From an optimization exercise on the open Yosys and OpenROAD flow, aimed at small area and a short achievable clock period; shortcuts taken in it are not production practice.
RTL that was checked went through simulation tests only; none was proved equivalent to the original.
Function not checked in runs 1 to 3: the RTL went through the layout flow alone.
Power figures rest on the tool's default switching activity, not on a simulated workload.

$ cat flow/flow/run.sh
#!/bin/bash
# The standard layout (standard.sh), with plain buf_1 cells as the port buffers and a
# small clock tree. The make output goes to standard.log; each ORFS step logs to orfs/logs/.
set -euo pipefail
export BUFFER_PORTS_ARGS="-buffer_cell sky130_fd_sc_hd__buf_1"
export CTS_ARGS="-sink_clustering_enable -repair_clock_nets -dont_use_dummy_load -buf_list sky130_fd_sc_hd__clkbuf_8"
bash standard.sh > standard.log 2>&1
$ cat flow/standard.sh
#!/bin/bash
# synth_recipe.tcl (not shown) runs the flow's synth.tcl, then flattens the netlist and writes it again
# the make line also repeats each setting of config.mk as NAME=value (left out here)
make -C /OpenROAD-flow-scripts/flow DESIGN_CONFIG=/design/flow/config.mk WORK_HOME=/design/flow/orfs CLKGATE_MAP_FILE= SYNTH_SCRIPT=/design/flow/synth_recipe.tcl "${@:-finish}"
$ cat flow/config.mk
export PLATFORM = sky130hd
export DESIGN_NAME = bit_population_counter
export DESIGN_NICKNAME = bit_population_counter
export VERILOG_FILES = /design/flow/design.v
export SDC_FILE = /design/flow/constraint.sdc
export NUM_CORES = 4
export LEC_CHECK = 0
export CAP_MARGIN = 20
export CORE_MARGIN = 2
export CORE_UTILIZATION = 40
export CTS_BUF_LIST = sky130_fd_sc_hd__clkbuf_8
export SLEW_MARGIN = 20
export SYNTH_HIERARCHICAL = 1
$ cat flow/constraint.sdc
create_clock -name core_clock -period 11.0 [get_ports {clk_i}]
set_input_delay 2.2000 -clock core_clock [delete_from_list [all_inputs] [get_ports {clk_i}]]
set_output_delay 2.2000 -clock core_clock [all_outputs]
set_load 0.01 [all_outputs]
$ cat flow/design.v
module pc_fa (
  input  logic a,
  input  logic b,
  input  logic ci,
  output logic s,
  output logic co
);
  assign s  = a ^ b ^ ci;
  assign co = ( a & b ) | ( a & ci ) | ( b & ci );
endmodule
module pc_ha (
  input  logic a,
  input  logic b,
  output logic s,
  output logic co
);
  assign s  = a ^ b;
  assign co = a & b;
endmodule
module pc_x3 (
  input  logic a,
  input  logic b,
  input  logic c,
  output logic y
);
  assign y = a ^ b ^ c;
endmodule
module pc_mj (
  input  logic a,
  input  logic b,
  input  logic c,
  output logic y
);
  assign y = ( a & b ) | ( a & c ) | ( b & c );
endmodule
module bit_population_counter #(
  parameter WIDTH                 = 256
) (
  input  logic                    clk_i,
  input  logic                    srst_i,
  input  logic [WIDTH-1:0]        data_i,
  input  logic                    data_val_i,
  output logic [$clog2(WIDTH):0]  data_o,
  output logic                    data_val_o
);
logic [19:0] cs_d, cs_q;
logic s1, c2, s3, c4, s5, c6, s7, c8, s9, c10, s11, c12, s13, c14, s15, c16;
logic s17, c18, s19, c20, s21, c22, s23, c24, s25, c26, s27, c28, s29, c30, s31, c32;
logic s33, c34, s35, c36, s37, c38, s39, c40, s41, c42, s43, c44, s45, c46, s47, c48;
logic s49, c50, s51, c52, s53, c54, s55, c56, s57, c58, s59, c60, s61, c62, s63, c64;
logic s65, c66, s67, c68, s69, c70, s71, c72, s73, c74, s75, c76, s77, c78, s79, c80;
logic s81, c82, s83, c84, s85, c86, s87, c88, s89, c90, s91, c92, s93, c94, s95, c96;
logic s97, c98, s99, c100, s101, c102, s103, c104, s105, c106, s107, c108, s109, c110, s111, c112;
logic s113, c114, s115, c116, s117, c118, s119, c120, s121, c122, s123, c124, s125, c126, s127, c128;
logic s129, c130, s131, c132, s133, c134, s135, c136, s137, c138, s139, c140, s141, c142, s143, c144;
logic s145, c146, s147, c148, s149, c150, s151, c152, s153, c154, s155, c156, s157, c158, s159, c160;
logic s161, c162, s163, c164, s165, c166, s167, c168, s169, c170, s171, c172, s173, c174, s175, c176;
logic s177, c178, s179, c180, s181, c182, s183, c184, s185, c186, s187, c188, s189, c190, s191, c192;
logic s193, c194, s195, c196, s197, c198, s199, c200, s201, c202, s203, c204, s205, c206, s207, c208;
logic s209, c210, s211, c212, s213, c214, s215, c216, s217, c218, s219, c220, s221, c222, s223, c224;
logic s225, c226, s227, c228, s229, c230, s231, c232, s233, c234, s235, c236, s237, c238, s239, c240;
logic s241, c242, s243, c244, s245, c246, s247, c248, s249, c250, s251, c252, s253, c254, s255, c256;
logic s257, c258, s259, c260, s261, c262, s263, c264, s265, c266, s267, c268, s269, c270, s271, c272;
logic s273, c274, s275, c276, s277, c278, s279, c280, s281, c282, s283, c284, s285, c286, s287, c288;
logic s289, c290, s291, c292, s293, c294, s295, c296, s297, c298, s299, c300, s301, c302, s303, c304;
logic s305, c306, s307, c308, s309, c310, s311, c312, s313, c314, s315, c316, s317, c318, s319, c320;
logic s321, c322, s323, c324, s325, c326, s327, c328, s329, c330, s331, c332, s333, c334, s335, c336;
logic s337, c338, s339, c340, s341, c342, s343, c344, s345, c346, s347, c348, s349, c350, s351, c352;
logic s353, c354, s355, c356, s357, c358, s359, c360, s361, c362, s363, c364, s365, c366, s367, c368;
logic s369, c370, s371, c372, s373, c374, s375, c376, s377, c378, s379, c380, s381, c382, s383, c384;
logic s385, c386, s387, c388, s389, c390, s391, c392, s393, c394, s395, c396, s397, c398, s399, c400;
logic s401, c402, s403, c404, s405, c406, s407, c408, s409, c410, s411, c412, s413, c414, s415, c416;
logic s417, c418, s419, c420, s421, c422, s423, c424, s425, c426, s427, c428, s429, c430, s431, c432;
logic s433, c434, s435, c436, s437, c438, s439, c440, s441, c442, s443, c444, s445, c446, s447, c448;
logic s449, c450, s451, c452, s453, c454, s455, c456, s457, c458, s459, c460, s461, c462, s463, c464;
logic s465, c466, s467, c468, s469, c470, s471, c472, s473, c474, s475, c476, s477, c478, s479, c480;
logic s481, c482, s483, c484, s485, c486, s487, c488, s489, c490, s491, c492, s493, c494;
  pc_fa u_s1 (.a(data_i[0]), .b(data_i[1]), .ci(data_i[2]), .s(s1), .co(c2));
  pc_fa u_s3 (.a(data_i[3]), .b(data_i[4]), .ci(data_i[5]), .s(s3), .co(c4));
  pc_fa u_s5 (.a(data_i[6]), .b(data_i[7]), .ci(data_i[8]), .s(s5), .co(c6));
  pc_fa u_s7 (.a(data_i[9]), .b(data_i[10]), .ci(data_i[11]), .s(s7), .co(c8));
  pc_fa u_s9 (.a(data_i[12]), .b(data_i[13]), .ci(data_i[14]), .s(s9), .co(c10));
  pc_fa u_s11 (.a(data_i[15]), .b(data_i[16]), .ci(data_i[17]), .s(s11), .co(c12));
  pc_fa u_s13 (.a(data_i[18]), .b(data_i[19]), .ci(data_i[20]), .s(s13), .co(c14));
  pc_fa u_s15 (.a(data_i[21]), .b(data_i[22]), .ci(data_i[23]), .s(s15), .co(c16));
  pc_fa u_s17 (.a(data_i[24]), .b(data_i[25]), .ci(data_i[26]), .s(s17), .co(c18));
  pc_fa u_s19 (.a(data_i[27]), .b(data_i[28]), .ci(data_i[29]), .s(s19), .co(c20));
  pc_fa u_s21 (.a(data_i[30]), .b(data_i[31]), .ci(data_i[32]), .s(s21), .co(c22));
  pc_fa u_s23 (.a(data_i[33]), .b(data_i[34]), .ci(data_i[35]), .s(s23), .co(c24));
  pc_fa u_s25 (.a(data_i[36]), .b(data_i[37]), .ci(data_i[38]), .s(s25), .co(c26));
  pc_fa u_s27 (.a(data_i[39]), .b(data_i[40]), .ci(data_i[41]), .s(s27), .co(c28));
  pc_fa u_s29 (.a(data_i[42]), .b(data_i[43]), .ci(data_i[44]), .s(s29), .co(c30));
  pc_fa u_s31 (.a(data_i[45]), .b(data_i[46]), .ci(data_i[47]), .s(s31), .co(c32));
  pc_fa u_s33 (.a(data_i[48]), .b(data_i[49]), .ci(data_i[50]), .s(s33), .co(c34));
  pc_fa u_s35 (.a(data_i[51]), .b(data_i[52]), .ci(data_i[53]), .s(s35), .co(c36));
  pc_fa u_s37 (.a(data_i[54]), .b(data_i[55]), .ci(data_i[56]), .s(s37), .co(c38));
  pc_fa u_s39 (.a(data_i[57]), .b(data_i[58]), .ci(data_i[59]), .s(s39), .co(c40));
  pc_fa u_s41 (.a(data_i[60]), .b(data_i[61]), .ci(data_i[62]), .s(s41), .co(c42));
  pc_fa u_s43 (.a(data_i[63]), .b(data_i[64]), .ci(data_i[65]), .s(s43), .co(c44));
  pc_fa u_s45 (.a(data_i[66]), .b(data_i[67]), .ci(data_i[68]), .s(s45), .co(c46));
  pc_fa u_s47 (.a(data_i[69]), .b(data_i[70]), .ci(data_i[71]), .s(s47), .co(c48));
  pc_fa u_s49 (.a(data_i[72]), .b(data_i[73]), .ci(data_i[74]), .s(s49), .co(c50));
  pc_fa u_s51 (.a(data_i[75]), .b(data_i[76]), .ci(data_i[77]), .s(s51), .co(c52));
  pc_fa u_s53 (.a(data_i[78]), .b(data_i[79]), .ci(data_i[80]), .s(s53), .co(c54));
  pc_fa u_s55 (.a(data_i[81]), .b(data_i[82]), .ci(data_i[83]), .s(s55), .co(c56));
  pc_fa u_s57 (.a(data_i[84]), .b(data_i[85]), .ci(data_i[86]), .s(s57), .co(c58));
  pc_fa u_s59 (.a(data_i[87]), .b(data_i[88]), .ci(data_i[89]), .s(s59), .co(c60));
  pc_fa u_s61 (.a(data_i[90]), .b(data_i[91]), .ci(data_i[92]), .s(s61), .co(c62));
  pc_fa u_s63 (.a(data_i[93]), .b(data_i[94]), .ci(data_i[95]), .s(s63), .co(c64));
  pc_fa u_s65 (.a(data_i[96]), .b(data_i[97]), .ci(data_i[98]), .s(s65), .co(c66));
  pc_fa u_s67 (.a(data_i[99]), .b(data_i[100]), .ci(data_i[101]), .s(s67), .co(c68));
  pc_fa u_s69 (.a(data_i[102]), .b(data_i[103]), .ci(data_i[104]), .s(s69), .co(c70));
  pc_fa u_s71 (.a(data_i[105]), .b(data_i[106]), .ci(data_i[107]), .s(s71), .co(c72));
  pc_fa u_s73 (.a(data_i[108]), .b(data_i[109]), .ci(data_i[110]), .s(s73), .co(c74));
  pc_fa u_s75 (.a(data_i[111]), .b(data_i[112]), .ci(data_i[113]), .s(s75), .co(c76));
  pc_fa u_s77 (.a(data_i[114]), .b(data_i[115]), .ci(data_i[116]), .s(s77), .co(c78));
  pc_fa u_s79 (.a(data_i[117]), .b(data_i[118]), .ci(data_i[119]), .s(s79), .co(c80));
  pc_fa u_s81 (.a(data_i[120]), .b(data_i[121]), .ci(data_i[122]), .s(s81), .co(c82));
  pc_fa u_s83 (.a(data_i[123]), .b(data_i[124]), .ci(data_i[125]), .s(s83), .co(c84));
  pc_fa u_s85 (.a(data_i[126]), .b(data_i[127]), .ci(data_i[128]), .s(s85), .co(c86));
  pc_fa u_s87 (.a(data_i[129]), .b(data_i[130]), .ci(data_i[131]), .s(s87), .co(c88));
  pc_fa u_s89 (.a(data_i[132]), .b(data_i[133]), .ci(data_i[134]), .s(s89), .co(c90));
  pc_fa u_s91 (.a(data_i[135]), .b(data_i[136]), .ci(data_i[137]), .s(s91), .co(c92));
  pc_fa u_s93 (.a(data_i[138]), .b(data_i[139]), .ci(data_i[140]), .s(s93), .co(c94));
  pc_fa u_s95 (.a(data_i[141]), .b(data_i[142]), .ci(data_i[143]), .s(s95), .co(c96));
  pc_fa u_s97 (.a(data_i[144]), .b(data_i[145]), .ci(data_i[146]), .s(s97), .co(c98));
  pc_fa u_s99 (.a(data_i[147]), .b(data_i[148]), .ci(data_i[149]), .s(s99), .co(c100));
  pc_fa u_s101 (.a(data_i[150]), .b(data_i[151]), .ci(data_i[152]), .s(s101), .co(c102));
  pc_fa u_s103 (.a(data_i[153]), .b(data_i[154]), .ci(data_i[155]), .s(s103), .co(c104));
  pc_fa u_s105 (.a(data_i[156]), .b(data_i[157]), .ci(data_i[158]), .s(s105), .co(c106));
  pc_fa u_s107 (.a(data_i[159]), .b(data_i[160]), .ci(data_i[161]), .s(s107), .co(c108));
  pc_fa u_s109 (.a(data_i[162]), .b(data_i[163]), .ci(data_i[164]), .s(s109), .co(c110));
  pc_fa u_s111 (.a(data_i[165]), .b(data_i[166]), .ci(data_i[167]), .s(s111), .co(c112));
  pc_fa u_s113 (.a(data_i[168]), .b(data_i[169]), .ci(data_i[170]), .s(s113), .co(c114));
  pc_fa u_s115 (.a(data_i[171]), .b(data_i[172]), .ci(data_i[173]), .s(s115), .co(c116));
  pc_fa u_s117 (.a(data_i[174]), .b(data_i[175]), .ci(data_i[176]), .s(s117), .co(c118));
  pc_fa u_s119 (.a(data_i[177]), .b(data_i[178]), .ci(data_i[179]), .s(s119), .co(c120));
  pc_fa u_s121 (.a(data_i[180]), .b(data_i[181]), .ci(data_i[182]), .s(s121), .co(c122));
  pc_fa u_s123 (.a(data_i[183]), .b(data_i[184]), .ci(data_i[185]), .s(s123), .co(c124));
  pc_fa u_s125 (.a(data_i[186]), .b(data_i[187]), .ci(data_i[188]), .s(s125), .co(c126));
  pc_fa u_s127 (.a(data_i[189]), .b(data_i[190]), .ci(data_i[191]), .s(s127), .co(c128));
  pc_fa u_s129 (.a(data_i[192]), .b(data_i[193]), .ci(data_i[194]), .s(s129), .co(c130));
  pc_fa u_s131 (.a(data_i[195]), .b(data_i[196]), .ci(data_i[197]), .s(s131), .co(c132));
  pc_fa u_s133 (.a(data_i[198]), .b(data_i[199]), .ci(data_i[200]), .s(s133), .co(c134));
  pc_fa u_s135 (.a(data_i[201]), .b(data_i[202]), .ci(data_i[203]), .s(s135), .co(c136));
  pc_fa u_s137 (.a(data_i[204]), .b(data_i[205]), .ci(data_i[206]), .s(s137), .co(c138));
  pc_fa u_s139 (.a(data_i[207]), .b(data_i[208]), .ci(data_i[209]), .s(s139), .co(c140));
  pc_fa u_s141 (.a(data_i[210]), .b(data_i[211]), .ci(data_i[212]), .s(s141), .co(c142));
  pc_fa u_s143 (.a(data_i[213]), .b(data_i[214]), .ci(data_i[215]), .s(s143), .co(c144));
  pc_fa u_s145 (.a(data_i[216]), .b(data_i[217]), .ci(data_i[218]), .s(s145), .co(c146));
  pc_fa u_s147 (.a(data_i[219]), .b(data_i[220]), .ci(data_i[221]), .s(s147), .co(c148));
  pc_fa u_s149 (.a(data_i[222]), .b(data_i[223]), .ci(data_i[224]), .s(s149), .co(c150));
  pc_fa u_s151 (.a(data_i[225]), .b(data_i[226]), .ci(data_i[227]), .s(s151), .co(c152));
  pc_fa u_s153 (.a(data_i[228]), .b(data_i[229]), .ci(data_i[230]), .s(s153), .co(c154));
  pc_fa u_s155 (.a(data_i[231]), .b(data_i[232]), .ci(data_i[233]), .s(s155), .co(c156));
  pc_fa u_s157 (.a(data_i[234]), .b(data_i[235]), .ci(data_i[236]), .s(s157), .co(c158));
  pc_fa u_s159 (.a(data_i[237]), .b(data_i[238]), .ci(data_i[239]), .s(s159), .co(c160));
  pc_fa u_s161 (.a(data_i[240]), .b(data_i[241]), .ci(data_i[242]), .s(s161), .co(c162));
  pc_fa u_s163 (.a(data_i[243]), .b(data_i[244]), .ci(data_i[245]), .s(s163), .co(c164));
  pc_fa u_s165 (.a(data_i[246]), .b(data_i[247]), .ci(data_i[248]), .s(s165), .co(c166));
  pc_fa u_s167 (.a(data_i[249]), .b(data_i[250]), .ci(data_i[251]), .s(s167), .co(c168));
  pc_fa u_s169 (.a(data_i[252]), .b(data_i[253]), .ci(data_i[254]), .s(s169), .co(c170));
  pc_fa u_s171 (.a(data_i[255]), .b(s1), .ci(s3), .s(s171), .co(c172));
  pc_fa u_s173 (.a(s5), .b(s7), .ci(s9), .s(s173), .co(c174));
  pc_fa u_s175 (.a(s11), .b(s13), .ci(s15), .s(s175), .co(c176));
  pc_fa u_s177 (.a(s17), .b(s19), .ci(s21), .s(s177), .co(c178));
  pc_fa u_s179 (.a(s23), .b(s25), .ci(s27), .s(s179), .co(c180));
  pc_fa u_s181 (.a(s29), .b(s31), .ci(s33), .s(s181), .co(c182));
  pc_fa u_s183 (.a(s35), .b(s37), .ci(s39), .s(s183), .co(c184));
  pc_fa u_s185 (.a(s41), .b(s43), .ci(s45), .s(s185), .co(c186));
  pc_fa u_s187 (.a(s47), .b(s49), .ci(s51), .s(s187), .co(c188));
  pc_fa u_s189 (.a(s53), .b(s55), .ci(s57), .s(s189), .co(c190));
  pc_fa u_s191 (.a(s59), .b(s61), .ci(s63), .s(s191), .co(c192));
  pc_fa u_s193 (.a(s65), .b(s67), .ci(s69), .s(s193), .co(c194));
  pc_fa u_s195 (.a(s71), .b(s73), .ci(s75), .s(s195), .co(c196));
  pc_fa u_s197 (.a(s77), .b(s79), .ci(s81), .s(s197), .co(c198));
  pc_fa u_s199 (.a(s83), .b(s85), .ci(s87), .s(s199), .co(c200));
  pc_fa u_s201 (.a(s89), .b(s91), .ci(s93), .s(s201), .co(c202));
  pc_fa u_s203 (.a(s95), .b(s97), .ci(s99), .s(s203), .co(c204));
  pc_fa u_s205 (.a(s101), .b(s103), .ci(s105), .s(s205), .co(c206));
  pc_fa u_s207 (.a(s107), .b(s109), .ci(s111), .s(s207), .co(c208));
  pc_fa u_s209 (.a(s113), .b(s115), .ci(s117), .s(s209), .co(c210));
  pc_fa u_s211 (.a(s119), .b(s121), .ci(s123), .s(s211), .co(c212));
  pc_fa u_s213 (.a(s125), .b(s127), .ci(s129), .s(s213), .co(c214));
  pc_fa u_s215 (.a(s131), .b(s133), .ci(s135), .s(s215), .co(c216));
  pc_fa u_s217 (.a(s137), .b(s139), .ci(s141), .s(s217), .co(c218));
  pc_fa u_s219 (.a(s143), .b(s145), .ci(s147), .s(s219), .co(c220));
  pc_fa u_s221 (.a(s149), .b(s151), .ci(s153), .s(s221), .co(c222));
  pc_fa u_s223 (.a(s155), .b(s157), .ci(s159), .s(s223), .co(c224));
  pc_fa u_s225 (.a(s161), .b(s163), .ci(s165), .s(s225), .co(c226));
  pc_fa u_s227 (.a(s167), .b(s169), .ci(s171), .s(s227), .co(c228));
  pc_fa u_s229 (.a(s173), .b(s175), .ci(s177), .s(s229), .co(c230));
  pc_fa u_s231 (.a(s179), .b(s181), .ci(s183), .s(s231), .co(c232));
  pc_fa u_s233 (.a(s185), .b(s187), .ci(s189), .s(s233), .co(c234));
  pc_fa u_s235 (.a(s191), .b(s193), .ci(s195), .s(s235), .co(c236));
  pc_fa u_s237 (.a(s197), .b(s199), .ci(s201), .s(s237), .co(c238));
  pc_fa u_s239 (.a(s203), .b(s205), .ci(s207), .s(s239), .co(c240));
  pc_fa u_s241 (.a(s209), .b(s211), .ci(s213), .s(s241), .co(c242));
  pc_fa u_s243 (.a(s215), .b(s217), .ci(s219), .s(s243), .co(c244));
  pc_fa u_s245 (.a(s221), .b(s223), .ci(s225), .s(s245), .co(c246));
  pc_fa u_s247 (.a(s227), .b(s229), .ci(s231), .s(s247), .co(c248));
  pc_fa u_s249 (.a(s233), .b(s235), .ci(s237), .s(s249), .co(c250));
  pc_fa u_s251 (.a(s239), .b(s241), .ci(s243), .s(s251), .co(c252));
  pc_fa u_s253 (.a(s245), .b(s247), .ci(s249), .s(s253), .co(c254));
  pc_fa u_s255 (.a(c2), .b(c4), .ci(c6), .s(s255), .co(c256));
  pc_fa u_s257 (.a(c8), .b(c10), .ci(c12), .s(s257), .co(c258));
  pc_fa u_s259 (.a(c14), .b(c16), .ci(c18), .s(s259), .co(c260));
  pc_fa u_s261 (.a(c20), .b(c22), .ci(c24), .s(s261), .co(c262));
  pc_fa u_s263 (.a(c26), .b(c28), .ci(c30), .s(s263), .co(c264));
  pc_fa u_s265 (.a(c32), .b(c34), .ci(c36), .s(s265), .co(c266));
  pc_fa u_s267 (.a(c38), .b(c40), .ci(c42), .s(s267), .co(c268));
  pc_fa u_s269 (.a(c44), .b(c46), .ci(c48), .s(s269), .co(c270));
  pc_fa u_s271 (.a(c50), .b(c52), .ci(c54), .s(s271), .co(c272));
  pc_fa u_s273 (.a(c56), .b(c58), .ci(c60), .s(s273), .co(c274));
  pc_fa u_s275 (.a(c62), .b(c64), .ci(c66), .s(s275), .co(c276));
  pc_fa u_s277 (.a(c68), .b(c70), .ci(c72), .s(s277), .co(c278));
  pc_fa u_s279 (.a(c74), .b(c76), .ci(c78), .s(s279), .co(c280));
  pc_fa u_s281 (.a(c80), .b(c82), .ci(c84), .s(s281), .co(c282));
  pc_fa u_s283 (.a(c86), .b(c88), .ci(c90), .s(s283), .co(c284));
  pc_fa u_s285 (.a(c92), .b(c94), .ci(c96), .s(s285), .co(c286));
  pc_fa u_s287 (.a(c98), .b(c100), .ci(c102), .s(s287), .co(c288));
  pc_fa u_s289 (.a(c104), .b(c106), .ci(c108), .s(s289), .co(c290));
  pc_fa u_s291 (.a(c110), .b(c112), .ci(c114), .s(s291), .co(c292));
  pc_fa u_s293 (.a(c116), .b(c118), .ci(c120), .s(s293), .co(c294));
  pc_fa u_s295 (.a(c122), .b(c124), .ci(c126), .s(s295), .co(c296));
  pc_fa u_s297 (.a(c128), .b(c130), .ci(c132), .s(s297), .co(c298));
  pc_fa u_s299 (.a(c134), .b(c136), .ci(c138), .s(s299), .co(c300));
  pc_fa u_s301 (.a(c140), .b(c142), .ci(c144), .s(s301), .co(c302));
  pc_fa u_s303 (.a(c146), .b(c148), .ci(c150), .s(s303), .co(c304));
  pc_fa u_s305 (.a(c152), .b(c154), .ci(c156), .s(s305), .co(c306));
  pc_fa u_s307 (.a(c158), .b(c160), .ci(c162), .s(s307), .co(c308));
  pc_fa u_s309 (.a(c164), .b(c166), .ci(c168), .s(s309), .co(c310));
  pc_fa u_s311 (.a(c170), .b(c172), .ci(c174), .s(s311), .co(c312));
  pc_fa u_s313 (.a(c176), .b(c178), .ci(c180), .s(s313), .co(c314));
  pc_fa u_s315 (.a(c182), .b(c184), .ci(c186), .s(s315), .co(c316));
  pc_fa u_s317 (.a(c188), .b(c190), .ci(c192), .s(s317), .co(c318));
  pc_fa u_s319 (.a(c194), .b(c196), .ci(c198), .s(s319), .co(c320));
  pc_fa u_s321 (.a(c200), .b(c202), .ci(c204), .s(s321), .co(c322));
  pc_fa u_s323 (.a(c206), .b(c208), .ci(c210), .s(s323), .co(c324));
  pc_fa u_s325 (.a(c212), .b(c214), .ci(c216), .s(s325), .co(c326));
  pc_fa u_s327 (.a(c218), .b(c220), .ci(c222), .s(s327), .co(c328));
  pc_fa u_s329 (.a(c224), .b(c226), .ci(s255), .s(s329), .co(c330));
  pc_fa u_s331 (.a(s257), .b(s259), .ci(s261), .s(s331), .co(c332));
  pc_fa u_s333 (.a(s263), .b(s265), .ci(s267), .s(s333), .co(c334));
  pc_fa u_s335 (.a(s269), .b(s271), .ci(s273), .s(s335), .co(c336));
  pc_fa u_s337 (.a(s275), .b(s277), .ci(s279), .s(s337), .co(c338));
  pc_fa u_s339 (.a(s281), .b(s283), .ci(s285), .s(s339), .co(c340));
  pc_fa u_s341 (.a(s287), .b(s289), .ci(s291), .s(s341), .co(c342));
  pc_fa u_s343 (.a(s293), .b(s295), .ci(s297), .s(s343), .co(c344));
  pc_fa u_s345 (.a(s299), .b(s301), .ci(s303), .s(s345), .co(c346));
  pc_fa u_s347 (.a(s305), .b(s307), .ci(s309), .s(s347), .co(c348));
  pc_fa u_s349 (.a(c228), .b(s311), .ci(c230), .s(s349), .co(c350));
  pc_fa u_s351 (.a(c232), .b(c234), .ci(c236), .s(s351), .co(c352));
  pc_fa u_s353 (.a(c238), .b(c240), .ci(c242), .s(s353), .co(c354));
  pc_fa u_s355 (.a(c244), .b(c246), .ci(s313), .s(s355), .co(c356));
  pc_fa u_s357 (.a(s315), .b(s317), .ci(s319), .s(s357), .co(c358));
  pc_fa u_s359 (.a(s321), .b(s323), .ci(s325), .s(s359), .co(c360));
  pc_fa u_s361 (.a(s327), .b(s329), .ci(s331), .s(s361), .co(c362));
  pc_fa u_s363 (.a(s333), .b(s335), .ci(s337), .s(s363), .co(c364));
  pc_fa u_s365 (.a(s339), .b(s341), .ci(s343), .s(s365), .co(c366));
  pc_fa u_s367 (.a(s345), .b(s347), .ci(s349), .s(s367), .co(c368));
  pc_fa u_s369 (.a(c248), .b(s351), .ci(s353), .s(s369), .co(c370));
  pc_fa u_s371 (.a(s355), .b(s357), .ci(s359), .s(s371), .co(c372));
  pc_fa u_s373 (.a(s361), .b(s363), .ci(s365), .s(s373), .co(c374));
  pc_fa u_s375 (.a(c250), .b(c252), .ci(s367), .s(s375), .co(c376));
  pc_fa u_s377 (.a(c254), .b(s369), .ci(s371), .s(s377), .co(c378));
  pc_fa u_s379 (.a(s373), .b(s375), .ci(s377), .s(s379), .co(c380));
  pc_fa u_s381 (.a(c256), .b(c258), .ci(c260), .s(s381), .co(c382));
  pc_fa u_s383 (.a(c262), .b(c264), .ci(c266), .s(s383), .co(c384));
  pc_fa u_s385 (.a(c268), .b(c270), .ci(c272), .s(s385), .co(c386));
  pc_fa u_s387 (.a(c274), .b(c276), .ci(c278), .s(s387), .co(c388));
  pc_fa u_s389 (.a(c280), .b(c282), .ci(c284), .s(s389), .co(c390));
  pc_fa u_s391 (.a(c286), .b(c288), .ci(c290), .s(s391), .co(c392));
  pc_fa u_s393 (.a(c292), .b(c294), .ci(c296), .s(s393), .co(c394));
  pc_fa u_s395 (.a(c298), .b(c300), .ci(c302), .s(s395), .co(c396));
  pc_fa u_s397 (.a(c304), .b(c306), .ci(c308), .s(s397), .co(c398));
  pc_fa u_s399 (.a(c310), .b(c312), .ci(c314), .s(s399), .co(c400));
  pc_fa u_s401 (.a(c316), .b(c318), .ci(c320), .s(s401), .co(c402));
  pc_fa u_s403 (.a(c322), .b(c324), .ci(c326), .s(s403), .co(c404));
  pc_fa u_s405 (.a(c328), .b(c330), .ci(c332), .s(s405), .co(c406));
  pc_fa u_s407 (.a(c334), .b(c336), .ci(c338), .s(s407), .co(c408));
  pc_fa u_s409 (.a(c340), .b(c342), .ci(c344), .s(s409), .co(c410));
  pc_fa u_s411 (.a(c346), .b(c348), .ci(s381), .s(s411), .co(c412));
  pc_fa u_s413 (.a(s383), .b(s385), .ci(s387), .s(s413), .co(c414));
  pc_fa u_s415 (.a(s389), .b(s391), .ci(s393), .s(s415), .co(c416));
  pc_fa u_s417 (.a(s395), .b(s397), .ci(c350), .s(s417), .co(c418));
  pc_fa u_s419 (.a(s399), .b(c352), .ci(c354), .s(s419), .co(c420));
  pc_fa u_s421 (.a(c356), .b(c358), .ci(c360), .s(s421), .co(c422));
  pc_fa u_s423 (.a(c362), .b(c364), .ci(c366), .s(s423), .co(c424));
  pc_fa u_s425 (.a(s401), .b(s403), .ci(s405), .s(s425), .co(c426));
  pc_fa u_s427 (.a(s407), .b(s409), .ci(s411), .s(s427), .co(c428));
  pc_fa u_s429 (.a(s413), .b(s415), .ci(c368), .s(s429), .co(c430));
  pc_fa u_s431 (.a(s417), .b(c370), .ci(s419), .s(s431), .co(c432));
  pc_fa u_s433 (.a(c372), .b(c374), .ci(s421), .s(s433), .co(c434));
  pc_fa u_s435 (.a(s423), .b(s425), .ci(s427), .s(s435), .co(c436));
  pc_fa u_s437 (.a(c376), .b(s429), .ci(s431), .s(s437), .co(c438));
  pc_fa u_s439 (.a(c378), .b(s433), .ci(s435), .s(s439), .co(c440));
  pc_fa u_s441 (.a(c382), .b(c384), .ci(c386), .s(s441), .co(c442));
  pc_fa u_s443 (.a(c388), .b(c390), .ci(c392), .s(s443), .co(c444));
  pc_fa u_s445 (.a(c394), .b(c396), .ci(c398), .s(s445), .co(c446));
  pc_fa u_s447 (.a(c400), .b(c402), .ci(c404), .s(s447), .co(c448));
  pc_fa u_s449 (.a(c406), .b(c408), .ci(c410), .s(s449), .co(c450));
  pc_fa u_s451 (.a(c412), .b(c414), .ci(c416), .s(s451), .co(c452));
  pc_fa u_s453 (.a(s441), .b(s443), .ci(s445), .s(s453), .co(c454));
  pc_fa u_s455 (.a(c418), .b(c420), .ci(s447), .s(s455), .co(c456));
  pc_fa u_s457 (.a(s449), .b(s451), .ci(s453), .s(s457), .co(c458));
  pc_fa u_s459 (.a(c422), .b(c424), .ci(c426), .s(s459), .co(c460));
  pc_fa u_s461 (.a(c428), .b(c430), .ci(c432), .s(s461), .co(c462));
  pc_fa u_s463 (.a(s455), .b(s457), .ci(c434), .s(s463), .co(c464));
  pc_fa u_s465 (.a(c442), .b(c444), .ci(c446), .s(s465), .co(c466));
  pc_fa u_s467 (.a(c448), .b(c450), .ci(c452), .s(s467), .co(c468));
  pc_fa u_s469 (.a(c454), .b(s465), .ci(c456), .s(s469), .co(c470));
  pc_fa u_s471 (.a(s467), .b(c458), .ci(c460), .s(s471), .co(c472));
assign cs_d[0] = s251;  
assign cs_d[1] = s253;  
assign cs_d[2] = s379;  
assign cs_d[3] = s437;  
assign cs_d[4] = c380;  
assign cs_d[5] = s439;  
assign cs_d[6] = c436;  
assign cs_d[7] = s459;  
assign cs_d[8] = c438;  
assign cs_d[9] = s461;  
assign cs_d[10] = c440;  
assign cs_d[11] = s463;  
assign cs_d[12] = c462;  
assign cs_d[13] = s469;  
assign cs_d[14] = c464;  
assign cs_d[15] = s471;  
assign cs_d[16] = c466;  
assign cs_d[17] = c468;  
assign cs_d[18] = c470;  
assign cs_d[19] = c472;  
always_ff @( posedge clk_i )
  cs_q <= cs_d;
always_ff @( posedge clk_i )
  begin
    if( srst_i )
      data_val_o <= 1'b0;
    else
      data_val_o <= data_val_i;
  end
  pc_x3 u_s473 (.a(cs_q[6]), .b(cs_q[7]), .c(cs_q[8]), .y(s473));
  pc_mj u_c474 (.a(cs_q[6]), .b(cs_q[7]), .c(cs_q[8]), .y(c474));
  pc_ha u_s475 (.a(cs_q[12]), .b(cs_q[13]), .s(s475), .co(c476));
  pc_ha u_s477 (.a(cs_q[16]), .b(cs_q[17]), .s(s477), .co(c478));
  pc_ha u_s479 (.a(cs_q[9]), .b(cs_q[10]), .s(s479), .co(c480));
  pc_x3 u_s481 (.a(cs_q[14]), .b(cs_q[15]), .c(s475), .y(s481));
  pc_mj u_c482 (.a(cs_q[14]), .b(cs_q[15]), .c(s475), .y(c482));
  pc_x3 u_s483 (.a(cs_q[18]), .b(cs_q[19]), .c(c476), .y(s483));
  pc_mj u_c484 (.a(cs_q[18]), .b(cs_q[19]), .c(c476), .y(c484));
  pc_ha u_s485 (.a(cs_q[3]), .b(cs_q[4]), .s(s485), .co(c486));
  pc_x3 u_s487 (.a(cs_q[11]), .b(s479), .c(s473), .y(s487));
  pc_mj u_c488 (.a(cs_q[11]), .b(s479), .c(s473), .y(c488));
  pc_x3 u_s489 (.a(c480), .b(c474), .c(s481), .y(s489));
  pc_mj u_c490 (.a(c480), .b(c474), .c(s481), .y(c490));
  pc_x3 u_s491 (.a(s477), .b(s483), .c(c482), .y(s491));
  pc_mj u_c492 (.a(s477), .b(s483), .c(c482), .y(c492));
  pc_ha u_s493 (.a(c478), .b(c484), .s(s493), .co(c494));
assign data_o = {1'b0, c494, c492, c490, c488, c486, s485, cs_q[2], cs_q[0]}
              + {1'b0, 1'b0, s493, s491, s489, s487, cs_q[5], 1'b0, cs_q[1]};
endmodule
==> impl_metrics.ini, run 1 <==
[setup_path]
cp_slowest_stage_delay_ns = 0.57
startpoint = data_i[195]
critPathBufInv = 1
worstPathMaxFanout = 1
start_kind = input port
cp-end-kind = flop
cp_cell_sequence = buf_1 > fa_1 > fa_1 > fa_1 > fa_1 > fa_1 > fa_1 > fa_1
crit_top_cell = fa_1
cp.required_ns = 11.12
worstSetupPathType = in2reg
crit_path_top_delay_cell = fa_1
arrival_ns = 5.84
cp_top_family = adder cells
cp-endpoint = cs_q[5]
path_depth = 8

[finish]
regArea_um2 = 420.4
diodes = 0
num-fill-cells = 1194
final_cell_area_mm2 = 0.006932
multiInputGateArea_mm2 = 0.005228
drive_gt1_share_pct = 1.910
syn_to_final_growth_pct = 22.49
nets = 1085

[placed_design]
place_congestion = 0.9220
placed_cell_area_mm2 = 0.006890
io_buffer_count = 268
dpl_worst_slack_ns = 4.987
hpwl_um = 13670

[sta]
worst_slack_ns = 5.276
fin_setup_tns_ns = 0
fmax_ghz = 0.1747
rsz0062_at_grt = false
whs_ns = 2.100
min_period_ns = 5.724
post-route-period-util_pct = 52.04
finalSetupViolations = 0
tightest_slew_ns = 0.2439
timing.slew.headroom_pct = 83.59
finalHoldViolCount = 0
finalMaxSlewViolations = 0

[yosys]
ys_seq_elements = 21
ys_seq_area_share_pct = 7.429
syn_area_mm2 = 0.005659
netlist_top_cells_area = fa_1 83%, dfxtp_1 7.4%, ha_1 2.7%, xor3_1 2.5%, maj3_2 1.2%
synthesis.nets = 812
synth.largest_area_cell = fa_1
synth.avg_cell_area_um2 = 18.55
synth.distinct_cells = 20
yosysWarnings = 7
yosys.area.top_type_share_pct = 83.48
syn_inst = 305

[die]
die_h_um = 122.9
ios = 269
start_util_pct = 40.93
rows = 43
core_mm2 = 0.01383
die-area_mm2 = 0.01512
die_x_um = 122.9

[power]
fin_total_pwr_mw = 2.903
pwr_density_cell_mw_per_mm2 = 418.8
ir_drop_uv = 343.7
leakage_nw = 2.497

[hold_path]
hp-class = in2reg
hold_path_startpoint = srst_i

[detailed_routing]
dr.first_iter.drc_count = 56
met1_length_um = 5039
top_layer_used = met4
drt-vias-per-instance = 4.563
dr_total_vias = 3450
wl_met2_um = 7799
ant_nets = 0
drc = 0
route.met3.wl_um = 558
routed_wl_um = 13500
wl_per_cell_um = 17.86
firstDrtPassIters = 4

[grt]
antenna_found_initial = 0
grt_pass1_wl_um = 20900
grt_max_degree = 14
first_global_vias = 4349
track_usage_pct = 18.85
grt-ovfl-total = 0

[cts]
cts_hold_buf = 0
ctsResizeCount = 0
cts-buffers-inserted = 3
path_clk_slew_ns = 0.06
cts_tree = yes
post_cts_buffers = 0
cts_root_buf = clkbuf_8
h-tree-depth = 1
cts.path.max_buffers = 2
cts_sinks = 21

[run]
cap_violations = 0

[status]
status = finished clean
cell type report:
class,instances,area share [%]
well taps,180,3.249
clock buffers,3,0.5957
multi-input cells,281,75.42
flip-flops and latches,21,6.065
repair buffers,268,14.51
inverters,3,0.1625
state kept, by name, summed over array words and instances (netlist names):
| register | count |
|---|---|
| cs_q | 20 |
| data_val_o | 1 |
report_power, final:
part	internal, mW	switching (mW)	leakage, nW
Sequential	0.184	0.0205	0.177
Combinational	1.27	1.38	2.30
Clock	0.0244	0.0226	0.0216
metal layers:
metal | global-route usage [%] | vias up
li1 | - | 1495
met1 | 24.01 | 1816
met2 | 36.33 | 126
met3 | 1.245 | 13
met4 | 2.227 | 0
met5 | 0 | -
cell usage after synthesis, drive strengths merged:
library cell,instances
a21oi,4
a31oi,1
dfxtp,21
fa,236
ha,12
inv,3
maj3,6
nand2,1
nand3,1
nor2,3
nor2b,1
nor4,1
o21a,1
o21ai,1
o221ai,1
o31a,1
xnor2,4
xor2,1
xor3,6
modules after synthesis, one instance, submodules excluded:
module	times used	flip-flops and latches	cells	cell area (um^2)
pc_fa	236	0	1	20.02
pc_mj	6	0	1	11.26
pc_x3	6	0	1	23.77
pc_ha	5	0	1	12.51
bit_population_counter	1	21	52	661.9
stage by stage:
stage	utilization, %	instances
2_1_floorplan	-	305
3_3_place_gp	49.83	753
3_5_place_dp	49.83	753
4_1_cts	50.13	756
5_1_grt	50.13	756
6_report	50.13	756
cell families (layout without fill, tap and decap cells):
logic type / Yosys count / after routing / synth area share (%)
and+or+nand+nor: 7 / 7 / 0.5748
AOI/OAI and AO/OA: 9 / 9 / 1.172
buffers and inverters: 3 / 274 / 0.1990
adders and majority gates: 254 / 254 / 87.33
DFF: 21 / 21 / 7.429
xor gates and xnor gates: 11 / 11 / 3.294
worst min-delay path by stage:
| stage | end | slack, ns | depth (start not counted) |
|---|---|---|---|
| 2_1_floorplan | data_val_o | 2.27 | 1 |
| 3_3_place_gp | data_val_o | 2.36 | 2 |
| 3_5_place_dp | data_val_o | 2.36 | 2 |
| 4_1_cts | data_val_o | 2.09 | 2 |
| 5_1_grt | data_val_o | 2.12 | 2 |
| 6_report | data_val_o | 2.10 | 2 |
placed cells by master, fill, tap and decap left out:
cell | synthesis | final
nand2_1 | 1 | 1
a21oi_2 | 1 | 1
o221ai_1 | 1 | 1
a21oi_1 | 3 | 3
dfxtp_1 | 21 | 21
ha_1 | 12 | 12
nand3_1 | 1 | 1
buf_1 | 0 | 268
nor2_1 | 3 | 3
nor4_1 | 1 | 1
inv_1 | 3 | 3
fa_1 | 236 | 236
o31a_1 | 1 | 1
o21a_1 | 1 | 1
a31oi_2 | 1 | 1
xnor2_1 | 4 | 4
clkbuf_8 | 0 | 3
xor3_1 | 6 | 6
xor2_1 | 1 | 1
o21ai_0 | 1 | 1
maj3_2 | 6 | 6
nor2b_1 | 1 | 1
==> run 2, diff against run 1 <==
--- a/flow/design.v
+++ b/flow/design.v
@@ -18,20 +18,4 @@
   assign co = a & b;
 endmodule
-module pc_x3 (
-  input  logic a,
-  input  logic b,
-  input  logic c,
-  output logic y
-);
-  assign y = a ^ b ^ c;
-endmodule
-module pc_mj (
-  input  logic a,
-  input  logic b,
-  input  logic c,
-  output logic y
-);
-  assign y = ( a & b ) | ( a & c ) | ( b & c );
-endmodule
 module bit_population_counter #(
   parameter WIDTH                 = 256
@@ -341,22 +325,16 @@
       data_val_o <= data_val_i;
   end
-  pc_x3 u_s473 (.a(cs_q[6]), .b(cs_q[7]), .c(cs_q[8]), .y(s473));
-  pc_mj u_c474 (.a(cs_q[6]), .b(cs_q[7]), .c(cs_q[8]), .y(c474));
-  pc_ha u_s475 (.a(cs_q[12]), .b(cs_q[13]), .s(s475), .co(c476));
-  pc_ha u_s477 (.a(cs_q[16]), .b(cs_q[17]), .s(s477), .co(c478));
-  pc_ha u_s479 (.a(cs_q[9]), .b(cs_q[10]), .s(s479), .co(c480));
-  pc_x3 u_s481 (.a(cs_q[14]), .b(cs_q[15]), .c(s475), .y(s481));
-  pc_mj u_c482 (.a(cs_q[14]), .b(cs_q[15]), .c(s475), .y(c482));
-  pc_x3 u_s483 (.a(cs_q[18]), .b(cs_q[19]), .c(c476), .y(s483));
-  pc_mj u_c484 (.a(cs_q[18]), .b(cs_q[19]), .c(c476), .y(c484));
-  pc_ha u_s485 (.a(cs_q[3]), .b(cs_q[4]), .s(s485), .co(c486));
-  pc_x3 u_s487 (.a(cs_q[11]), .b(s479), .c(s473), .y(s487));
-  pc_mj u_c488 (.a(cs_q[11]), .b(s479), .c(s473), .y(c488));
-  pc_x3 u_s489 (.a(c480), .b(c474), .c(s481), .y(s489));
-  pc_mj u_c490 (.a(c480), .b(c474), .c(s481), .y(c490));
-  pc_x3 u_s491 (.a(s477), .b(s483), .c(c482), .y(s491));
-  pc_mj u_c492 (.a(s477), .b(s483), .c(c482), .y(c492));
-  pc_ha u_s493 (.a(c478), .b(c484), .s(s493), .co(c494));
-assign data_o = {1'b0, c494, c492, c490, c488, c486, s485, cs_q[2], cs_q[0]}
-              + {1'b0, 1'b0, s493, s491, s489, s487, cs_q[5], 1'b0, cs_q[1]};
+  pc_fa u_s473 (.a(cs_q[3]), .b(cs_q[4]), .ci(cs_q[5]), .s(s473), .co(c474));
+  pc_fa u_s475 (.a(cs_q[6]), .b(cs_q[7]), .ci(cs_q[8]), .s(s475), .co(c476));
+  pc_fa u_s477 (.a(cs_q[9]), .b(cs_q[10]), .ci(cs_q[11]), .s(s477), .co(c478));
+  pc_fa u_s479 (.a(c474), .b(s475), .ci(s477), .s(s479), .co(c480));
+  pc_fa u_s481 (.a(cs_q[12]), .b(cs_q[13]), .ci(cs_q[14]), .s(s481), .co(c482));
+  pc_fa u_s483 (.a(cs_q[15]), .b(c476), .ci(c478), .s(s483), .co(c484));
+  pc_fa u_s485 (.a(s481), .b(c480), .ci(s483), .s(s485), .co(c486));
+  pc_fa u_s487 (.a(cs_q[16]), .b(cs_q[17]), .ci(cs_q[18]), .s(s487), .co(c488));
+  pc_fa u_s489 (.a(cs_q[19]), .b(c482), .ci(s487), .s(s489), .co(c490));
+  pc_fa u_s491 (.a(c484), .b(s489), .ci(c486), .s(s491), .co(c492));
+  pc_fa u_s493 (.a(c488), .b(c490), .ci(c492), .s(s493), .co(c494));
+assign data_o = {1'b0, c494, s493, s491, s485, s479, s473, cs_q[2], cs_q[0]}
+              + {1'b0, 1'b0, 1'b0, 1'b0, 1'b0, 1'b0, 1'b0, 1'b0, cs_q[1]};
 endmodule
==> impl_metrics.ini, run 2 <==
[placed_design]
placed_cell_area_mm2 = 0.006723
hpwl_um = 13000
dpl_worst_slack_ns = 4.955
dp.cells = 730
io_buffer_count = 268
place_congestion = 0.8216

[yosys]
syn_area_mm2 = 0.005497
synth.largest_area_cell = fa_1
syn_inst = 286
yosys.area.top_type_share_pct = 89.96
synth_most_common_cell = fa_1
synthesis.nets = 794
synthTopCellsByCount = 247 x fa_1, 21 x dfxtp_1, 5 x xnor2_1, 3 x nand3_1
ys_seq_area_share_pct = 7.649
dominantRegCellSynth = dfxtp_1
synth.avg_cell_area_um2 = 19.22
ys_seq_elements = 21
yosysWarnings = 7
synth.distinct_cells = 12
netlist_top_cells_area = fa_1 90%, dfxtp_1 7.6%, xnor2_1 0.80%, ha_1 0.46%, nand3_1 0.27%
synth_edf_count = 0
synthArstFlopShare_pct = 0

[detailed_routing]
drc = 0
firstDrtPassIters = 4
dr_total_vias = 3297
dr.first_iter.drc_count = 43
route.met3.wl_um = 726
met1_length_um = 4727
ant_nets = 0
top_layer_used = met4
drt-vias-per-instance = 4.498
routed_wl_um = 12700
wl_per_cell_um = 17.33
wl_met2_um = 7100

[sta]
finalSetupViolations = 0
whs_ns = 2.094
fin_setup_tns_ns = 0
fmax_ghz = 0.1738
tightest_slew_ns = 0.1998
timing.slew.headroom_pct = 86.64
post-route-period-util_pct = 52.30
min_period_ns = 5.753
worst_slack_ns = 5.247
rsz0062_at_grt = false
finalHoldViolCount = 0
finalMaxSlewViolations = 0

[die]
start_util_pct = 41.18
die-area_mm2 = 0.01470
rows = 42
die_x_um = 121.2
core_mm2 = 0.01335
die_h_um = 121.2
ios = 269

[grt]
grt_pass1_wl_um = 20310
antenna_found_initial = 0
first_global_vias = 4244
grt_max_degree = 12
track_usage_pct = 18.64
grt-ovfl-total = 0

[cts]
cts_root_buf = clkbuf_8
cts_hold_buf = 0
cts_tree = yes
cts-buffers-inserted = 3
ctsResizeCount = 0
path_clk_slew_ns = 0.08
cts_sinks = 21
h-tree-depth = 1
cts.path.max_buffers = 2
post_cts_buffers = 0

[power]
fin_total_pwr_mw = 2.581
leakage_nw = 2.370
p_comb_share_pct = 90.2
ir_drop_uv = 299.4
pwr_density_cell_mw_per_mm2 = 381.5
power_switching_mw = 1.269
intPower_mw = 1.311
p_sw_share_pct = 49.19
pwr-share-seq_pct = 8.0
p_clk_share_pct = 1.9

[setup_path]
cp_slowest_stage_delay_ns = 0.58
worstPathMaxFanout = 1
startpoint = data_i[60]
arrival_ns = 5.90
cp-end-kind = flop
crit_path_top_delay_cell = fa_1
cp_cell_sequence = buf_1 > fa_1 > fa_1 > fa_1 > fa_1 > fa_1 > fa_1 > fa_1
critPathBufInv = 1
worstSetupPathType = in2reg
crit_top_cell = fa_1
start_kind = input port
cp_top_family = adder cells
cp.required_ns = 11.14

[finish]
diodes = 0
top_regs = cs_q: 20 flops, data_val_o: 1 flops
utilization_pct = 50.67
largest_reg_flops = 20
regMostFlops = cs_q
final_common_cell = buf_1
instances_no_fill = 733
nets = 1067
drive_gt1_share_pct = 0.5386
syn_to_final_growth_pct = 23.06
final_cell_area_mm2 = 0.006764
final_cell_mix = 268 x buf_1, 247 x fa_1, 21 x dfxtp_1

[run]
cap_violations = 0

[hold_path]
hold_path_startpoint = srst_i
hp-class = in2reg

[status]
status = finished clean
run 2: Yosys stat by module, one instance, submodules excluded:
module                  flops+latches  cell area, um^2  cells inside  times used
pc_fa                               0            20.02             1         247
bit_population_counter             21            551.8            39           1
run 2: path summary, 6_finish.rpt:
path	to	slack (ns)	cells past startpoint
worst max-delay path	cs_q[2]	5.25	8
worst min-delay path	data_val_o	2.09	2
run 2: cells by family (layout without fill, tap and decap cells):
logic type / count (synthesis) / after routing / synth area share, %
fa+ha+maj: 249 / 249 / 90.42
flops: 21 / 21 / 7.648
simple gates: 10 / 10 / 0.9790
xor+xnor: 6 / 6 / 0.9561
buf+inv: 0 / 271 / 0
run 2: final cells by class:
| class | count | area, um^2 |
|---|---|---|
| Clock buffer | 3 | 41.29 |
| Fill cell | 1186 | 6584 |
| Multi-Input combinational cell | 265 | 5076 |
| Sequential cell | 21 | 420.4 |
| Tap cell | 176 | 220.2 |
| Timing Repair Buffer | 268 | 1006 |
run 2: power groups by stage:
stage,logic [mW],clock network [mW],registers (mW)
2_1_floorplan,1.62,0,0.203
3_3_place_gp,2.33,0,0.207
3_5_place_dp,2.39,0,0.209
4_1_cts,2.39,0.0496,0.207
5_1_grt,2.72,0.0524,0.211
6_report,2.33,0.0480,0.206
run 2: metal layers:
| layer | GRT usage [%] | up-vias |
|---|---|---|
| li1 | - | 1410 |
| met2 | 35.57 | 151 |
| met3 | 1.786 | 10 |
| met5 | 0 | - |
| met4 | 2.658 | 0 |
| met1 | 23.53 | 1726 |
==> run 3, diff against run 2 <==
--- a/flow/config.mk
+++ b/flow/config.mk
@@ -8,5 +8,5 @@
 export CAP_MARGIN = 20
 export CORE_MARGIN = 2
-export CORE_UTILIZATION = 40
+export CORE_UTILIZATION = 65
 export CTS_BUF_LIST = sky130_fd_sc_hd__clkbuf_8
 export SLEW_MARGIN = 20
==> impl_metrics.ini, run 3 <==
[finish]
drive_gt1_share_pct = 0.5386
regMostFlops = cs_q
syn_to_final_growth_pct = 21.44
diodes = 0
nets = 1067
final_cell_mix = 268 x buf_1, 247 x fa_1, 21 x dfxtp_1
num-fill-cells = 456
largest_reg_flops = 20
top_regs = cs_q: 20 flops, data_val_o: 1 flops
final_common_cell = buf_1

[die]
ios = 269
die-area_mm2 = 0.009207
rows = 33
start_util_pct = 66.90
die_x_um = 95.96
die_h_um = 95.96
core_mm2 = 0.008217

[grt]
antenna_found_initial = 0
grt-ovfl-total = 0
track_usage_pct = 30.97
grt_pass1_wl_um = 20260
first_global_vias = 4396
grt_max_degree = 12

[yosys]
synth_compound_area_share_pct = 0
synth_xor_area_share_pct = 0.9561
netlist_top_cells_area = fa_1 90%, dfxtp_1 7.6%, xnor2_1 0.80%, ha_1 0.46%, nand3_1 0.27%
synth.largest_area_cell = fa_1
synth.distinct_cells = 12
syn_area_mm2 = 0.005497
synth_top_family_by_area = adder cells
synth.avg_cell_area_um2 = 19.22
synth-adder-area-share_pct = 90.42
synthesis.nets = 794
muxShareOfSynthArea_pct = 0
yosys.area_share.simple_pct = 0.9788
yosysWarnings = 7
ys_seq_area_share_pct = 7.649
syn_inst = 286
synthTopCellsByCount = 247 x fa_1, 21 x dfxtp_1, 5 x xnor2_1, 3 x nand3_1
yosys.area.top_type_share_pct = 89.96
dominantRegCellSynth = dfxtp_1
synth_edf_count = 0
ys_seq_elements = 21
synth_most_common_cell = fa_1
synthArstFlopShare_pct = 0

[power]
pwr_density_cell_mw_per_mm2 = 383.8
p_comb_share_pct = 90.0
pwr-share-seq_pct = 8.1
ir_drop_uv = 307.5
p_clk_share_pct = 1.9
intPower_mw = 1.298
leakage_nw = 2.370
p_sw_share_pct = 49.32
power_switching_mw = 1.263

[setup_path]
cp-end-kind = flop
cp.required_ns = 11.14
arrival_ns = 5.85
cp-endpoint = cs_q[2]
worstSetupPathType = in2reg
startpoint = data_i[33]
worstPathMaxFanout = 1
start_kind = input port

[cts]
cts-buffers-inserted = 3
cts_sinks = 21
path_clk_slew_ns = 0.07
cts_hold_buf = 0
ctsResizeCount = 0
cts_root_buf = clkbuf_8
cts_tree = yes
post_cts_buffers = 0
h-tree-depth = 1
cts.path.max_buffers = 2

[hold_path]
whs_path_depth = 2
hp-class = in2reg

[sta]
finalSetupViolations = 0
post-route-period-util_pct = 51.93
min_period_ns = 5.712
fmax_ghz = 0.1751
fin_setup_tns_ns = 0
rsz0062_at_grt = false
tightest_slew_ns = 0.1782
timing.slew.headroom_pct = 88.10
finalHoldViolCount = 0
whs_ns = 2.085
finalMaxSlewViolations = 0

[placed_design]
io_buffer_count = 268
place_congestion = 0.9024
hpwl_um = 12720

[detailed_routing]
dr_total_vias = 3400
ant_nets = 0
firstDrtPassIters = 4
wl_per_cell_um = 19.13
routed_wl_um = 12670
drt-vias-per-instance = 5.136
dr.first_iter.drc_count = 71
drc = 0

[run]
cap_violations = 0

[status]
status = finished clean
-- run 3: cell counts in the layout (fill, tap and decap cells not counted) --
Identical to the previous run, type by type.
-- run 3: power groups by stage --
stage	registers, mW	clock network, mW	logic, mW
5_1_grt	0.212	0.0533	2.72
6_report	0.207	0.0484	2.31
4_1_cts	0.208	0.0498	2.34
3_5_place_dp	0.210	0	2.34
2_1_floorplan	0.203	0	1.62
3_3_place_gp	0.207	0	2.30
-- run 3: layout make-up --
type / count / area (um^2) / area share (%)
flip-flops and latches: 21 / 420.4 / 6.298
well taps: 105 / 131.4 / 1.968
multi-input cells: 265 / 5076 / 76.05
clock buffers: 3 / 41.29 / 0.6186
repair buffers: 268 / 1006 / 15.07
-- run 3: critical path, cell delays in order --
cell   delay [ns]
buf_1        0.12
fa_1         0.53
fa_1         0.53
fa_1         0.60
fa_1         0.47
fa_1         0.44
fa_1         0.56
fa_1         0.40
-- run 3: logic make-up (layout without fill, tap and decap cells) --
| family | after synthesis | after routing |
|---|---|---|
| xor gates and xnor gates | 6 | 6 |
| adders and majority gates | 249 | 249 |
| buffers and inverters | 0 | 271 |
| DFF | 21 | 21 |
| and+or+nand+nor | 10 | 10 |
-- run 3: routing by layer --
| metal | part of all wire (%) | vias to the layer above | GRT usage (%) |
|---|---|---|---|
| li1 | - | 1411 | - |
| met3 | 6.5 | 27 | 3.837 |
| met4 | 2.6 | 0 | 7.738 |
| met5 | 0 | - | 0 |
| met1 | 33 | 1777 | 38.69 |
| met2 | 57 | 185 | 57.93 |
-- run 3: metrics by stage --
stage / std cells / utilization, % / worst slack (ns) / total power [mW] / area [um^2]
after floorplan: 286 / - / 5.277 / 1.821 / 5497
after global placement: 659 / 80.74 / 5.067 / 2.505 / 6634
after detailed placement: 659 / 80.74 / 5.006 / 2.548 / 6634
after CTS: 662 / 81.24 / 5.278 / 2.602 / 6675
after global routing: 662 / 81.24 / 5.151 / 2.985 / 6675
final: 662 / 81.24 / 5.288 / 2.562 / 6675
-- run 3: worst min path at each step --
stage                start         end  slack (ns)
finish              srst_i  data_val_o        2.08
CTS                 srst_i  data_val_o        2.08
detailed placement  srst_i  data_val_o        2.36
floorplan           srst_i  data_val_o        2.27
global route        srst_i  data_val_o        2.09
global placement    srst_i  data_val_o        2.36
-- run 3: modules after synthesis (local to each module, per instance) --
module / copies in the design / cells inside / area [um^2] / flip-flops and latches
pc_fa: 247 / 1 / 20.02 / 0
bit_population_counter: 1 / 39 / 551.8 / 21
==> run 4, diff against run 3 <==
--- a/flow/design.v
+++ b/flow/design.v
@@ -18,4 +18,11 @@
   assign co = a & b;
 endmodule
+module pc_cpa (
+  input  logic [8:0] x,
+  output logic [8:0] s
+);
+  assign s = {1'b0, x[7], x[6], x[5], x[4], x[3], x[2], x[1], x[0]}
+           + {1'b0, 1'b0, 1'b0, 1'b0, 1'b0, 1'b0, 1'b0, 1'b0, x[8]};
+endmodule
 module bit_population_counter #(
   parameter WIDTH                 = 256
@@ -336,5 +343,4 @@
   pc_fa u_s491 (.a(c484), .b(s489), .ci(c486), .s(s491), .co(c492));
   pc_fa u_s493 (.a(c488), .b(c490), .ci(c492), .s(s493), .co(c494));
-assign data_o = {1'b0, c494, s493, s491, s485, s479, s473, cs_q[2], cs_q[0]}
-              + {1'b0, 1'b0, 1'b0, 1'b0, 1'b0, 1'b0, 1'b0, 1'b0, cs_q[1]};
+  pc_cpa u_cpa (.x({cs_q[1], c494, s493, s491, s485, s479, s473, cs_q[2], cs_q[0]}), .s(data_o));
 endmodule
==> impl_metrics.ini, run 4 <==
[yosys]
synthesis.nets = 794
synth_compound_area_share_pct = 0
syn_area_mm2 = 0.005505
yosys.area.top_type_share_pct = 89.82
yosys.area_share.simple_pct = 1.136
synth_xor_area_share_pct = 0.9545
synth.avg_cell_area_um2 = 19.25
synthArstFlopShare_pct = 0
muxShareOfSynthArea_pct = 0
synth.largest_area_cell = fa_1
synth.distinct_cells = 12
ys_seq_area_share_pct = 7.636
synth_top_family_by_area = adder cells
yosysWarnings = 7
ys_seq_elements = 21
syn_inst = 286
synth_most_common_cell = fa_1
dominantRegCellSynth = dfxtp_1
synthTopCellsByCount = 247 x fa_1, 21 x dfxtp_1, 5 x xnor2_1, 3 x nand3_1
synth-adder-area-share_pct = 90.27
synth_edf_count = 0
netlist_top_cells_area = fa_1 90%, dfxtp_1 7.6%, xnor2_1 0.80%, ha_1 0.45%, nand3_1 0.27%

[finish]
num-fill-cells = 478
final_cell_mix = 268 x buf_1, 247 x fa_1, 21 x dfxtp_1
utilization_pct = 81.35
final_cell_area_mm2 = 0.006684
drive_gt1_share_pct = 0.8977
nets = 1067
diodes = 0
top_regs = cs_q: 20 flops, data_val_o: 1 flops
final_common_cell = buf_1
syn_to_final_growth_pct = 21.41
regMostFlops = cs_q
largest_reg_flops = 20

[cts]
cts_hold_buf = 0
cts.path.max_buffers = 2
cts_root_buf = clkbuf_8
h-tree-depth = 1
cts-buffers-inserted = 3
path_clk_slew_ns = 0.07
post_cts_buffers = 0
cts_sinks = 21
cts_tree = yes
ctsResizeCount = 0

[grt]
grt_pass1_wl_um = 20100
track_usage_pct = 30.76
grt-ovfl-total = 0
first_global_vias = 4293
antenna_found_initial = 0
grt_max_degree = 12

[sta]
timing.slew.headroom_pct = 87.31
fin_setup_tns_ns = 0
finalMaxSlewViolations = 0
whs_ns = 2.152
fmax_ghz = 0.1755
finalHoldViolCount = 0
finalSetupViolations = 0
rsz0062_at_grt = false
min_period_ns = 5.697
tightest_slew_ns = 0.1902
post-route-period-util_pct = 51.79

[setup_path]
crit_top_cell = fa_1
cp-end-kind = flop
cp.required_ns = 11.14
worstSetupPathType = in2reg
path_depth = 8
cp_cell_sequence = buf_1 > fa_1 > fa_1 > fa_1 > fa_1 > fa_1 > fa_1 > fa_1
critPathBufInv = 1
cp_top_family = adder cells
start_kind = input port
arrival_ns = 5.83
cp_slowest_stage_delay_ns = 0.57
crit_path_top_delay_cell = fa_1
worstPathMaxFanout = 1

[hold_path]
whs_path_depth = 2
hp-class = in2reg

[detailed_routing]
ant_nets = 0
dr_total_vias = 3379
dr.first_iter.drc_count = 51
drt-vias-per-instance = 5.104
drc = 0
firstDrtPassIters = 4
wl_per_cell_um = 18.92
routed_wl_um = 12530

[placed_design]
io_buffer_count = 268
place_congestion = 0.9119
hpwl_um = 12590
placed_cell_area_mm2 = 0.006643

[power]
leakage_nw = 2.373
pwr_density_cell_mw_per_mm2 = 388.7
ir_drop_uv = 369.9

[die]
core_mm2 = 0.008217
die-area_mm2 = 0.009222
die_x_um = 96.03
die_h_um = 96.03
rows = 33
start_util_pct = 67.00
ios = 269

[status]
status = finished clean

[run]
cap_violations = 0
run 4: changes by cell type after synthesis:
cell | previous run | this run
nor2b_4 | 0 | 1
and3_2 | 0 | 1
nor2b_1 | 1 | 0
and3_1 | 1 | 0
run 4: modules after synthesis (local to each module, per instance):
module | cells | copies in the design
pc_fa | 1 | 247
bit_population_counter | 22 | 1
pc_cpa | 17 | 1
run 4: final cells by class:
type                    count  area (um^2)  share of cell area, %
flip-flops and latches     21        420.4                  6.290
multi-input cells         265         5085                  76.08
repair buffers            268         1006                  15.05
clock buffers               3        41.29                 0.6177
well taps                 105        131.4                  1.966
run 4: worst paths after layout:
kind | start | endpoint | slack, ns
worst min-delay path | srst_i | data_val_o | 2.15
worst max-delay path | data_i[63] | cs_q[2] | 5.30
run 4: layer usage:
metal  vias up  global-route usage, %  part of all wire [%]
li1       1413                      -                     -
met1      1771                  38.15                    33
met5         -                      0                     0
met4         0                  6.190                   1.8
met3        22                  4.933                   7.2
met2       173                  57.52                    58
run 4: logic make-up (layout without fill, tap and decap cells):
kind of cell               count (synthesis)  after routing
DFF                                       21             21
adders and majority gates                249            249
buffers and inverters                      0            271
and+or+nand+nor                           10             10
xor gates and xnor gates                   6              6
run 4: where the power goes:
group          internal, mW  switching [mW]
clock                0.0244          0.0237
sequential            0.184          0.0219
combinational          1.11            1.23
run 4: through the flow:
stage / setup WS, ns / power, mW / cells
final: 5.303 / 2.598 / 662
after global routing: 5.200 / 3.015 / 662
after CTS: 5.303 / 2.635 / 662
after detailed placement: 5.019 / 2.575 / 659
after global placement: 5.058 / 2.489 / 659
after floorplan: 5.277 / 1.824 / 286
==> run 5, diff against run 4 <==
--- a/flow/config.mk
+++ b/flow/config.mk
@@ -10,4 +10,5 @@
 export CORE_UTILIZATION = 65
 export CTS_BUF_LIST = sky130_fd_sc_hd__clkbuf_8
+export PLACE_DENSITY = 0.85
 export SLEW_MARGIN = 20
 export SYNTH_HIERARCHICAL = 1
==> impl_metrics.ini, run 5 <==
[die]
ios = 269
start_util_pct = 67.00
die_h_um = 96.03
core_mm2 = 0.008217
die-area_mm2 = 0.009222
die_x_um = 96.03
rows = 33

[setup_path]
crit_path_top_delay_cell = fa_1
worstPathMaxFanout = 1
arrival_ns = 5.85
crit_top_cell = fa_1
cp_slowest_stage_delay_ns = 0.61
worstSetupPathType = in2reg
cp.required_ns = 11.15
cp_cell_sequence = buf_1 > fa_1 > fa_1 > fa_1 > fa_1 > fa_1 > fa_1 > fa_1
cp-end-kind = flop
start_kind = input port

[sta]
fmax_ghz = 0.1755
finalMaxSlewViolations = 0
post-route-period-util_pct = 51.81
tightest_slew_ns = 0.1759
finalSetupViolations = 0
finalHoldViolCount = 0
whs_ns = 2.142
min_period_ns = 5.699
fin_setup_tns_ns = 0
rsz0062_at_grt = false
timing.slew.headroom_pct = 88.26

[yosys]
synth.distinct_cells = 12
netlist_top_cells_area = fa_1 90%, dfxtp_1 7.6%, xnor2_1 0.80%, ha_1 0.45%, nand3_1 0.27%
synthArstFlopShare_pct = 0
synthesis.nets = 794
synthTopCellsByCount = 247 x fa_1, 21 x dfxtp_1, 5 x xnor2_1, 3 x nand3_1
synth.avg_cell_area_um2 = 19.25
ys_seq_elements = 21
synth_most_common_cell = fa_1
ys_seq_area_share_pct = 7.636
syn_area_mm2 = 0.005505
syn_inst = 286
yosys.area.top_type_share_pct = 89.82
synth.largest_area_cell = fa_1
yosysWarnings = 7
synth_edf_count = 0
dominantRegCellSynth = dfxtp_1

[detailed_routing]
drt-vias-per-instance = 5.193
ant_nets = 0
dr.first_iter.drc_count = 59
wl_met2_um = 7555
top_layer_used = met4
firstDrtPassIters = 4
dr_total_vias = 3438
wl_per_cell_um = 19.32
routed_wl_um = 12790
met1_length_um = 4295
route.met3.wl_um = 703
drc = 0

[grt]
grt_pass1_wl_um = 20030
antenna_found_initial = 0
track_usage_pct = 30.73
first_global_vias = 4415
grt_max_degree = 13
grt-ovfl-total = 0

[hold_path]
whs_path_depth = 2
hold_path_startpoint = srst_i
whs_endpoint = data_val_o
hp-class = in2reg

[power]
p_clk_share_pct = 1.9
p_comb_share_pct = 90.1
pwr_density_cell_mw_per_mm2 = 384.1
pwr-share-seq_pct = 8.0
leakage_nw = 2.373
p_sw_share_pct = 48.94
intPower_mw = 1.311
power_switching_mw = 1.256
ir_drop_uv = 352.9

[cts]
ctsResizeCount = 0
cts.path.max_buffers = 2
cts_sinks = 21
cts_tree = yes
post_cts_buffers = 0
cts_hold_buf = 0
path_clk_slew_ns = 0.08
h-tree-depth = 1
cts-buffers-inserted = 3
cts_root_buf = clkbuf_8

[finish]
syn_to_final_growth_pct = 21.41
largest_reg_flops = 20
top_regs = cs_q: 20 flops, data_val_o: 1 flops
nets = 1067
drive_gt1_share_pct = 0.8977
final_cell_mix = 268 x buf_1, 247 x fa_1, 21 x dfxtp_1
regMostFlops = cs_q
final_common_cell = buf_1
diodes = 0

[status]
status = finished clean

[placed_design]
hpwl_um = 12800
io_buffer_count = 268
place_congestion = 0.9137

[run]
cap_violations = 0
[run 5: power groups by stage]
stage	Sequential, mW	Combinational (mW)	Clock [mW]
2_1_floorplan	0.203	1.62	0
3_3_place_gp	0.207	2.25	0
3_5_place_dp	0.208	2.34	0
4_1_cts	0.206	2.34	0.0499
5_1_grt	0.211	2.67	0.0533
6_report	0.205	2.31	0.0491
[run 5: Yosys stat by module (local to each module, per instance)]
module                  times used  flip-flops and latches  area (um^2)  cells
pc_fa                          247                       0        20.02      1
pc_cpa                           1                       0        126.4     17
bit_population_counter           1                      21        434.2     22
[run 5: layer usage]
| metal | vias up | track usage (%) |
|---|---|---|
| met5 | - | 0 |
| li1 | 1414 | - |
| met4 | 0 | 6.310 |
| met1 | 1826 | 38.84 |
| met3 | 26 | 3.915 |
| met2 | 172 | 57.47 |
[run 5: how the worst max path moves through the flow]
stage               to  slack, ns         from
6_report       cs_q[2]       5.30  data_i[114]
5_1_grt        cs_q[5]       5.22  data_i[213]
4_1_cts        cs_q[2]       5.32  data_i[114]
3_5_place_dp   cs_q[2]       5.03  data_i[114]
3_3_place_gp   cs_q[5]       5.08  data_i[204]
2_1_floorplan  cs_q[5]       5.28  data_i[195]
[run 5: cell families after synthesis]
kind of cell,count (synthesis),synth area share [%]
adders and majority gates,249,90.27
DFF,21,7.636
and+or+nand+nor,10,1.136
xor gates and xnor gates,6,0.9545
[run 5: worst max-delay path, delay by kind of cell]
kind                       cells  cell delay, ns
adders and majority gates      7            3.54
buffers and inverters          1            0.10
[run 5: area by class of cell]
type / instances / area, um^2
repair buffers: 268 / 1006
clock buffers: 3 / 41.29
flip-flops and latches: 21 / 420.4
well taps: 105 / 131.4
multi-input cells: 265 / 5085
fillers: 488 / 1533
[run 5: through the flow]
stage	std cells	area (um^2)	utilization (%)	worst slack [ns]	total power, mW
4_1_cts	662	6684	81.35	5.317	2.596
2_1_floorplan	286	5505	-	5.277	1.824
3_3_place_gp	659	6643	80.84	5.077	2.461
6_report	662	6684	81.35	5.301	2.567
5_1_grt	662	6684	81.35	5.222	2.931
3_5_place_dp	659	6643	80.84	5.032	2.546

static timing again, ports no longer ideal:
How much do the figures lean on ideal ports? The routed layouts below were timed once more, with nothing changed but the port constraints. Step 1 sets driving cells, clkbuf_16 on the clock port and buf_2 on the other inputs (assumed; they add their load-dependent delay and slew). Step 2 also shifts input and output timing later by t, the mid clock arrival at the registers, as if the neighbouring blocks saw the same clock. Slacks: ideal ports / drivers / drivers and shift; pairs: ideal ports / drivers.
run | t, ns | setup WS [ns] | worst hold slack (ns) | worst slew at a driven data input, ns
run 1 | 0.278 | 5.276 / 5.273 / 4.995 | 2.100 / 2.101 / 2.379 | 0.07
run 2 | 0.282 | 5.247 / 5.255 / 4.973 | 2.094 / 2.092 / 2.374 | 0.04
run 3 | 0.282 | 5.288 / 5.293 / 5.011 | 2.085 / 2.083 / 2.365 | 0.06
run 4 | 0.283 | 5.303 / 5.297 / 5.013 | 2.152 / 2.145 / 2.429 | 0.05
run 5 | 0.281 | 5.301 / 5.303 / 5.022 | 2.142 / 2.142 / 2.424 | 0.05
After both steps setup and hold are still met in every run listed. For run 4, which loses most, drivers alone change the setup slack by -0.006 ns; drivers and shift together by -0.290 ns.
